What follows belongs to an exercise in optimizing a design on an open flow for small area and a short achievable clock period; a production flow would make more cautious choices.
Function was checked by simulation only, so behaviour that the tests miss may differ from the original.
Power is estimated from default activity; no workload was simulated.

==> flow/design.v (outline; a module is shown in full before it is edited, if it fits) <==
// module alu_d: 3996 lines
module alu_d #(parameter N = 32)
(
  input clk, rst,
  input [1:0] inp_valid,
  input mode,
  input [3:0] cmd,
  input ce, cin,
  input [N-1:0] opa, opb,
  output reg err, g, l, e,
  output oflow, cout,
  output [(2*N-1):0] res
);
  // ...
==> flow/flow/run.sh <==
#!/bin/bash
# The standard layout, with the port buffers made of a plain buffer cell
# (buf_1) instead of the delay-cell buffers buffer_ports picks by default,
# and timing repair aimed at a larger setup slack.
set -o pipefail
export BUFFER_PORTS_ARGS="-buffer_cell sky130_fd_sc_hd__buf_1"
export SETUP_SLACK_MARGIN=6.15
bash standard.sh > standard.log 2>&1
==> flow/standard.sh <==
#!/bin/bash
# synth_recipe.tcl (not shown) runs the flow's synth.tcl, then flattens the netlist and writes it again
# the make line also repeats each setting of config.mk as NAME=value (left out here)
make -C /OpenROAD-flow-scripts/flow DESIGN_CONFIG=/design/flow/config.mk WORK_HOME=/design/flow/orfs CLKGATE_MAP_FILE= SYNTH_SCRIPT=/design/flow/synth_recipe.tcl "${@:-finish}"
==> flow/config.mk <==
export PLATFORM = sky130hd
export DESIGN_NAME = alu_d
export DESIGN_NICKNAME = alu_d
export VERILOG_FILES = /design/flow/design.v
export SDC_FILE = /design/flow/constraint.sdc
export NUM_CORES = 4
export LEC_CHECK = 0
export ABC_AREA = 1
export CAP_MARGIN = 20
export CORE_MARGIN = 2
export CORE_UTILIZATION = 40
export CTS_BUF_LIST = sky130_fd_sc_hd__clkbuf_8
export CTS_CLUSTER_DIAMETER = 60
export CTS_CLUSTER_SIZE = 10
export PLACE_DENSITY = 0.6
export SLEW_MARGIN = 20
==> flow/constraint.sdc <==
create_clock -name core_clock -period 11.0 [get_ports {clk}]
set_input_delay 2.2000 -clock core_clock [delete_from_list [all_inputs] [get_ports {clk}]]
set_output_delay 2.2000 -clock core_clock [all_outputs]
set_load 0.01 [all_outputs]
==> notes.md, run 1 <==
* Max reg flops at 64
* Most frequent cells in the layout: nand2_1, inv_1, xor2_1, o22ai_1, fa_1
* Synth warnings at 1
* Gate power share at 0.642
* Vias/cell at 5.96
* Hold Path Stages at 2
* Synth Area in Adders at 0.339
* Routed met3 length at 22000 µm
* Num Clock Sinks at 249
* Via count at 33391
* Routed length on met1 at 56800 µm
* Post-synthesis compound-gate area fraction at 0.127
* Boundary Pins at 145
* Leading power group: combinational cells
* Count of flip-flops with a built-in enable after synthesis at 0
* Run status: finished clean
* Top Layer Used: met4
* Post-Syn Area at 36000 µm²
* Clk power at 0.698 mW
* Grt met1 use at 0.403
* Leakage at 16.1 nW
* Final net count at 5160
* Origin of the critical flop-to-flop path: dtwon[11]$_DFF_P_
* Worst relative slew slack at 0.345
* Commonest non-fill, non-tap cell in the layout: nand2_1
* Multi-input logic area at 27700 µm²
* Setup ws final at 6.21 ns
==> inputs of run 2 (changes only) <==
==> flow/run.sh (new file) <==
#!/bin/bash
# synth_recipe.tcl (not shown) runs the flow's synth.tcl, then flattens the netlist and writes it again
# the make line also repeats each setting of config.mk as NAME=value (left out here)
make -C /OpenROAD-flow-scripts/flow DESIGN_CONFIG=/design/flow/config.mk WORK_HOME=/design/flow/orfs CLKGATE_MAP_FILE= SYNTH_SCRIPT=/design/flow/synth_recipe.tcl finish
--- a/flow/config.mk
+++ b/flow/config.mk
@@ -15,2 +15,3 @@
 export PLACE_DENSITY = 0.6
+export SETUP_SLACK_MARGIN = 5
 export SLEW_MARGIN = 20
removed: flow/flow/run.sh
removed: flow/standard.sh
==> notes.md, run 2 <==
* Syn-to-layout area delta at 7.24% (was 6.95%)
* Yosys top cell area share at 0.281 (unchanged)
* P per Cell Area at 148 nW/µm² (was 150 nW/µm²)
* Final std cells w/o fill at 5583 (was 5603)
* Worst relative slew slack at 0.239 (was 0.345)
* Chip width at 304 µm (unchanged)
* Vias in the first global route at 32680 (was 33493)
* CTS Buf Count at 35 (unchanged)
* Cell Int Power at 2.93 mW (was 2.92 mW)
* Origin of the critical flop-to-flop path: dneg[8]$_DFF_P_ (was dtwon[11]$_DFF_P_)
* Vias/cell at 5.87 (was 5.96)
* Clock Skews at 0.0692 ns (was 0.0512 ns)
* Avg WL per Cell at 26.1 µm (was 26.3 µm)
* Synth area leaders: fa_1, dfxtp_1, xor2_1 (unchanged)
* Die Y at 304 µm (unchanged)
* Fin. max-slew vios at 0 (unchanged)
* Boundary Pins at 145 (unchanged)
* PortBufs at 144 (unchanged)
* Hold Fails Final Rpt at 0 (unchanged)
* Gr ovfl total at 0 (unchanged)
* VDD IR-drop max at 0.0805 mV (was 0.0892 mV)
* Most frequent cells in the layout: nand2_1, inv_1, xor2_1, o22ai_1, fa_1 (unchanged)
* Fin Setup TNS at 0 ns (unchanged)
* Critical Path End Type: primary output (was flop)
* Root Buffer: clkbuf_8 (unchanged)
* Skew-Pair Late Insertion Delay at 0.66 ns (was 0.64 ns)
* Sequential power share at 0.239 (was 0.237)
* Gate Count Post-Synth at 4500 (unchanged)
* Total Wirelength at 145000 µm (was 148000 µm)
* R2r setup slk at 5.44 ns (was 6.21 ns)
* FP Rows at 110 (unchanged)
* Crit path kind: flop to primary output (was flop to flop)
* Area leader, netlist: fa_1 (unchanged)
* Gate power share at 0.630 (was 0.642)
* CTS tree: yes (unchanged)
* Initial antenna violation count at 4 (was 3)
* Worst Tran Pin Value at 1.14 ns (was 0.983 ns)
* Setup ws final at 5.27 ns (was 6.21 ns)
* Setup repair bufs after CTS at 0 (was 3)
* HPWL Detailed at 100000 µm (was 101000 µm)
* Hold Crit Class: flop to flop (unchanged)
* Share of cells above drive strength 1 at 0.0513 (was 0.0789)
* R2R Path End: s_r[33]$_DFF_P_ (was s_r[34]$_DFF_P_)
* Period utilization at 0.521 (was 0.435)
* HP Start: sel_sov$_DFF_P_ (was e_r$_DFF_P_)
* Antenna viol nets, final at 0 (unchanged)
* RSZ-0062 raised after global routing: false (was true)
* Dpl ws at 5.45 ns (was 5.68 ns)
* Drt first pass iters at 7 (was 6)
* Via count at 32781 (was 33391)
* Most frequent cells after synthesis: nand2_1, inv_1, xor2_1, o22ai_1, fa_1 (unchanged)
* GR Util All Layers at 0.308 (was 0.312)
* Post-synthesis sequential area ratio at 0.138 (unchanged)
* Clock Path Buffers at 3 (unchanged)
* Hold endpoint: o_sov$_DFF_P_ (was e$_DFF_P_)
* RePlAce Congestion at 0.981 (was 0.998)
* Crit-path max FO at 16 (was 32)
* Run status: finished clean (unchanged)
* Seq cells post-synth at 249 (unchanged)
* Clock-pin slew on the worst setup and hold paths at 0.07 ns (about the same)
* # setup viols final at 0 (unchanged)
* Sw power at 2.81 mW (was 2.84 mW)
* Die ar. at 92500 µm² (unchanged)
* Worst Path Arrival at 3.53 ns (was 5.31 ns)
* Biggest regs: s_r (64), c_r (44), b_r (33) (unchanged)
* Inst Count DP at 5533 (was 5536)
* Netlist cell types at 55 (unchanged)
* Startpoint type of the worst setup path: flop (unchanged)
* First-pass GRT wire length at 214000 µm (was 218000 µm)
* Largest register by flop count: s_r (unchanged)
* Num Clock Sinks at 249 (unchanged)
* Max reg flops at 64 (unchanged)
* Max_cap viols at 0 (unchanged)
* Most common flop cell mapped by yosys: dfxtp_1 (unchanged)
* Worst hold slack at 0.399 ns (was 0.415 ns)
* CP startpoint: s_r[35]$_DFF_P_ (was dtwon[11]$_DFF_P_)
* Fraction of registers with async set/reset at 0 (unchanged)
* Initial detailed-routing violation count at 4278 (was 4213)
* Worst r2r path cells at 10 (unchanged)
* Net Sw Frac at 0.490 (was 0.493)
* Post-Syn Area per Cell at 8.01 µm² (unchanged)
* Initial Util at 0.402 (unchanged)
* Top-count cell post-synth: nand2_1 (unchanged)
* Count of flip-flops with a built-in enable after synthesis at 0 (unchanged)
* Leakage at 16.1 nW (about the same)
* Post-Syn Area at 36000 µm² (unchanged)
* Final net count at 5142 (was 5160)
* Total power at 5.74 mW (was 5.77 mW)
* Final min period at 5.73 ns (was 4.79 ns)
* Max H-tree Level at 2 (unchanged)
* Synth warnings at 1 (unchanged)
* CP Data Required Time at 8.80 ns (was 11.53 ns)
* Max Freq at 174 MHz (was 209 MHz)
* Syn Nets at 5248 (unchanged)
* Hold Path Stages at 2 (unchanged)
* # DRC at 0 (unchanged)
* Clock network fraction of total power at 0.130 (was 0.121)
* Largest net degree at the start of global routing at 35 (unchanged)
* Commonest non-fill, non-tap cell in the layout: nand2_1 (unchanged)
* Core ar. at 89600 µm² (unchanged)
run 2: area by class of cell:
type | count | area, µm²
well taps | 1176 | 1470
flip-flops and latches | 249 | 5030
multi-input cells | 3281 | 27300
repair buffers | 210 | 1940
fillers | 8982 | 50900
clock buffers | 36 | 495
diodes | 1 | 2.50
clock inverters | 13 | 138
inverters | 617 | 2320
run 2: power by group through the flow:
| stage | Clock (mW) | Sequential [mW] | Combinational (mW) |
|---|---|---|---|
| finish | 0.746 | 1.37 | 3.62 |
| CTS | 0.770 | 1.36 | 3.55 |
| floorplan | 0 | 1.26 | 2.41 |
| global placement | 0 | 1.38 | 3.47 |
| detailed placement | 0 | 1.39 | 3.52 |
| global route | 0.800 | 1.39 | 4.09 |
run 2: cells by family (layout without fill, tap and decap cells):
group | Yosys count | in the layout | share of synthesized area
fa+ha+maj | 673 | 673 | 0.339
flops | 249 | 249 | 0.138
simple gates | 1331 | 1331 | 0.159
buf+inv | 970 | 876 | 0.106
compound gates | 736 | 736 | 0.127
other cells | 0 | 1 | 0
xor+xnor | 541 | 541 | 0.131
run 2: metal layers:
metal  wire length (µm)  GRT usage  up-vias
met5                 11    0.00155        -
met4               7770      0.138        2
met2              61000      0.460     2349
met3              19000     0.0959      509
met1              57700      0.408    15594
li1                   -          -    14327
run 2: worst max-delay path, stage by stage, from the launching register on:
cell and delay, ns:
dfxtp_1 0.45, nand2_1 0.10, nor2_1 0.20, and2_1 0.38, nand2_2 0.30, nor2_1 0.16
nand2_1 0.09, nand4_1 0.15, nand3_1 0.32, nand2_1 0.20, clkdlybuf4s50_1 0.56
run 2: worst max-delay path by stage:
stage | end | slack (ns) | depth (start not counted)
finish | res[23] | 5.27 | 10
global route | res[21] | 5.07 | 10
CTS | res[21] | 5.05 | 10
detailed placement | res[33] | 5.45 | 11
global placement | res[33] | 5.55 | 11
floorplan | s_r[17]$_DFF_P_ | 6.23 | 19
run 2: per-stage QoR:
| stage | util | instance area [µm²] |
|---|---|---|
| 4_1_cts | 0.431 | 38600 |
| 6_report | 0.431 | 38700 |
| 3_3_place_gp | 0.424 | 38000 |
| 3_5_place_dp | 0.424 | 38000 |
| 2_1_floorplan | - | 36000 |
| 5_1_grt | 0.431 | 38700 |
run 2: timing repair:
item                       CTS  global route
hold buffers                 0             0
setup endpoints to repair   31            41
gates resized for setup      1             3

-- static timing again, ports no longer ideal --
No port has a modelled driver above. Below, the same layouts with a new extraction and two added sets of constraints. Step 1 (the two cells are an assumption about what drives the block):
set clk [get_ports {clk}]
set_driving_cell -lib_cell sky130_fd_sc_hd__clkbuf_16 $clk
set_driving_cell -lib_cell sky130_fd_sc_hd__buf_2 [delete_from_list [all_inputs] $clk]
Step 2 times the ports against the registers' clock, not the clock port: input delays grow and output delays shrink by t, the midpoint of the rising clock arrivals with the driver on. a / b / c = no drivers / after step 1 / after step 2; a / b = the first two.
run | shift t [ns] | setup slack, ns | worst setup path at the end | worst data-port slew with drivers (ns) | pins driven straight from the clock port
run 1 | 0.675 | 6.213 / 6.173 / 5.929 | input to register | 0.04 | 1
run 2 | 0.693 | 5.266 / 5.203 / 5.435 | register to register | 0.04 | 1
After both steps every run listed still meets setup and hold. The setup slack of run 1, which loses most, moves by -0.040 ns with the drivers and by -0.284 ns with both steps.
